What follows belongs to an exercise in optimizing a design on an open flow for small area; a production flow would make more cautious choices.
Function was checked by simulation only, so behaviour that the tests miss may differ from the original.
Power is estimated from default activity; no workload was simulated. The clock port is modelled as an ideal driver; clocking choices that lean on that would not hold on a real chip.

// cfs_aligner
  module cfs_aligner#(
    parameter ALGN_DATA_WIDTH = 32,
    parameter FIFO_DEPTH      = 8,
    localparam int unsigned APB_ADDR_WIDTH    = 16,
    localparam int unsigned APB_DATA_WIDTH    = 32,
    localparam int unsigned ALGN_OFFSET_WIDTH = ALGN_DATA_WIDTH <= 8 ? 1 : $clog2(ALGN_DATA_WIDTH/8),
    localparam int unsigned ALGN_SIZE_WIDTH   = $clog2(ALGN_DATA_WIDTH/8)+1
  ) (
    input wire clk,
    input wire reset_n,
    input wire[APB_ADDR_WIDTH-1:0]    paddr,
    input wire                        pwrite,
    input wire                        psel,
    input wire                        penable,
    input wire[APB_DATA_WIDTH-1:0]    pwdata,
    output wire                        pready,
    output wire[APB_DATA_WIDTH-1:0]    prdata,
    output wire                        pslverr,
    input                             md_rx_valid,
    input[ALGN_DATA_WIDTH-1:0]        md_rx_data,
    input[ALGN_OFFSET_WIDTH-1:0]      md_rx_offset,
    input[ALGN_SIZE_WIDTH-1:0]        md_rx_size,
    output wire                        md_rx_ready,
    output wire                        md_rx_err,
    output wire                        md_tx_valid,
    output wire[ALGN_DATA_WIDTH-1:0]   md_tx_data,
    output wire[ALGN_OFFSET_WIDTH-1:0] md_tx_offset,
    output wire[ALGN_SIZE_WIDTH-1:0]   md_tx_size,
    input                             md_tx_ready,
    input                             md_tx_err,
    output wire                        irq
  );
export LEC_CHECK = 0
export CAP_MARGIN = 20
export CORE_MARGIN = 2
export CORE_UTILIZATION = 45
export CTS_BUF_LIST = sky130_fd_sc_hd__clkbuf_8
export CTS_CLUSTER_DIAMETER = 50
export CTS_CLUSTER_SIZE = 16
export SLEW_MARGIN = 20
create_clock -name core_clock -period 10.0 [get_ports {clk}]
run.sh (not shown) runs the stock make flow with config.mk's settings and CLKGATE_MAP_FILE= SYNTH_SCRIPT=/design/flow/synth_recipe.tcl, a recipe that flattens the netlist after the stock synthesis.
Rerun with:
==> flow/flow/run.sh (new file) <==
#!/bin/bash
set -euo pipefail
bash standard.sh \
  "BUFFER_PORTS_ARGS=-buffer_cell sky130_fd_sc_hd__buf_1" \
  "CTS_ARGS=-sink_clustering_enable -repair_clock_nets -buf_list sky130_fd_sc_hd__clkbuf_8 -sink_clustering_size 16 -sink_clustering_max_diameter 70 -dont_use_dummy_load" \
  finish > standard.log 2>&1
==> flow/standard.sh (new file) <==
#!/bin/bash
# synth_recipe.tcl (not shown) runs the flow's synth.tcl, then flattens the netlist and writes it again
# the make line also repeats each setting of config.mk as NAME=value (left out here)
make -C /OpenROAD-flow-scripts/flow DESIGN_CONFIG=/design/flow/config.mk WORK_HOME=/design/flow/orfs CLKGATE_MAP_FILE= SYNTH_SCRIPT=/design/flow/synth_recipe.tcl "${@:-finish}"
==> flow/config.mk (replaced) <==
export PLATFORM = sky130hd
export DESIGN_NAME = cfs_aligner
export DESIGN_NICKNAME = cfs_aligner
export VERILOG_FILES = /design/flow/design.v
export SDC_FILE = /design/flow/constraint.sdc
export NUM_CORES = 4
export LEC_CHECK = 0
export CAP_MARGIN = 0
export CORE_MARGIN = 2
export CORE_UTILIZATION = 60
export SLEW_MARGIN = 0
removed: flow/run.sh
What happened: Synthesized cell count is unchanged; die area fell by 25%; clock skew came out higher by 40 ps; setup slack gets better by 920 ps; wire length fell by 3.4%; worst hold slack gains 35 ps; critical path depth rose by 1.
Rerun with:
==> flow/flow/run.sh (replaced) <==
#!/bin/bash
set -euo pipefail
bash standard.sh \
  "BUFFER_PORTS_ARGS=-buffer_cell sky130_fd_sc_hd__buf_1" \
  "CTS_ARGS=-sink_clustering_enable -repair_clock_nets -buf_list sky130_fd_sc_hd__clkbuf_16 -sink_clustering_size 34 -sink_clustering_max_diameter 100 -dont_use_dummy_load" \
  finish > standard.log 2>&1
--- a/flow/config.mk
+++ b/flow/config.mk
@@ -8 +8 @@
-export CAP_MARGIN = 0
+export CAP_MARGIN = 20
@@ -10,2 +10,5 @@
-export CORE_UTILIZATION = 60
-export SLEW_MARGIN = 0
+export CORE_UTILIZATION = 45
+export CTS_BUF_LIST = sky130_fd_sc_hd__clkbuf_8
+export CTS_CLUSTER_DIAMETER = 50
+export CTS_CLUSTER_SIZE = 16
+export SLEW_MARGIN = 20
The new run finished clean. Maximum frequency came out lower by 5.5%. Design area rises by 0.87%. Critical path depth rises by 4. Via count falls by 1.1%. Non-clock buffer count rises by 2. Cell count went up by 7.9%. Count of clock-buffer cells in the layout goes down by 24. Combinational power is about the same.
Rerun with:
==> flow/run.sh (new file) <==
#!/bin/bash
# synth_recipe.tcl (not shown) runs the flow's synth.tcl, then flattens the netlist and writes it again
# the make line also repeats each setting of config.mk as NAME=value (left out here)
make -C /OpenROAD-flow-scripts/flow DESIGN_CONFIG=/design/flow/config.mk WORK_HOME=/design/flow/orfs CLKGATE_MAP_FILE= SYNTH_SCRIPT=/design/flow/synth_recipe.tcl finish
--- a/flow/config.mk
+++ b/flow/config.mk
@@ -11,3 +11,3 @@
-export CTS_BUF_LIST = sky130_fd_sc_hd__clkbuf_8
-export CTS_CLUSTER_DIAMETER = 50
-export CTS_CLUSTER_SIZE = 16
+export CTS_BUF_LIST = sky130_fd_sc_hd__clkbuf_16
+export CTS_CLUSTER_DIAMETER = 60
+export CTS_CLUSTER_SIZE = 30
removed: flow/flow/run.sh
removed: flow/standard.sh
=> Die area does not change; utilization rose by 2.8 points; fmax fell by 10%.
Rerun with:
==> flow/flow/run.sh (new file) <==
#!/bin/bash
set -euo pipefail
bash standard.sh \
  "BUFFER_PORTS_ARGS=-buffer_cell sky130_fd_sc_hd__buf_1" \
  "CTS_ARGS=-sink_clustering_enable -repair_clock_nets -buf_list sky130_fd_sc_hd__clkbuf_8 -sink_clustering_size 18 -sink_clustering_max_diameter 80 -dont_use_dummy_load" \
  finish > standard.log 2>&1
==> flow/standard.sh (new file) <==
#!/bin/bash
# synth_recipe.tcl (not shown) runs the flow's synth.tcl, then flattens the netlist and writes it again
# the make line also repeats each setting of config.mk as NAME=value (left out here)
make -C /OpenROAD-flow-scripts/flow DESIGN_CONFIG=/design/flow/config.mk WORK_HOME=/design/flow/orfs CLKGATE_MAP_FILE= SYNTH_SCRIPT=/design/flow/synth_recipe.tcl "${@:-finish}"
--- a/flow/config.mk
+++ b/flow/config.mk
@@ -11,3 +11,3 @@
-export CTS_BUF_LIST = sky130_fd_sc_hd__clkbuf_16
-export CTS_CLUSTER_DIAMETER = 60
-export CTS_CLUSTER_SIZE = 30
+export CTS_BUF_LIST = sky130_fd_sc_hd__clkbuf_8
+export CTS_CLUSTER_DIAMETER = 50
+export CTS_CLUSTER_SIZE = 16
removed: flow/run.sh
Maximum frequency is higher by roughly a tenth.
Via count is lower slightly.
Cell area is lower by a few percent.
Synthesized cell count stays the same.
Area after synthesis stays the same.
Register-to-register slack is worse by 190 ps.
Power is lower by roughly a tenth.
Critical path depth is higher by 5.
Die area does not change.
Global-route usage is lower by 0.10 points.
Sequential cell count stays the same.

re-timing with driven ports:
The results above use ideal ports. As a check the final layouts listed here were re-extracted and re-timed, cells and wires unchanged. Step 1 (the two cells are an assumption about what drives the block):
set clk [get_ports {clk}]
set_driving_cell -lib_cell sky130_fd_sc_hd__clkbuf_16 $clk
set_driving_cell -lib_cell sky130_fd_sc_hd__buf_2 [delete_from_list [all_inputs] $clk]
Step 2 also shifts input and output timing later by t, the mid clock arrival at the registers, as if the neighbouring blocks saw the same clock. Three values: no drivers, after step 1, after step 2; two values: the first two.
run | shift t [ns] | slack for setup (ns) | latest minus earliest clock arrival (ns)
the first run | 0.738 | 3.924 / 3.901 / 3.901 | 0.045 / 0.045
the second run | 0.706 | 4.848 / 4.793 / 4.856 | 0.083 / 0.083
the third run | 0.661 | 4.548 / 4.548 / 4.548 | 0.069 / 0.068
the fourth run | 0.662 | 3.916 / 3.893 / 3.893 | 0.060 / 0.060
the fifth run | 0.690 | 4.422 / 4.422 / 4.422 | 0.090 / 0.090
After both steps every run listed still meets setup and hold.
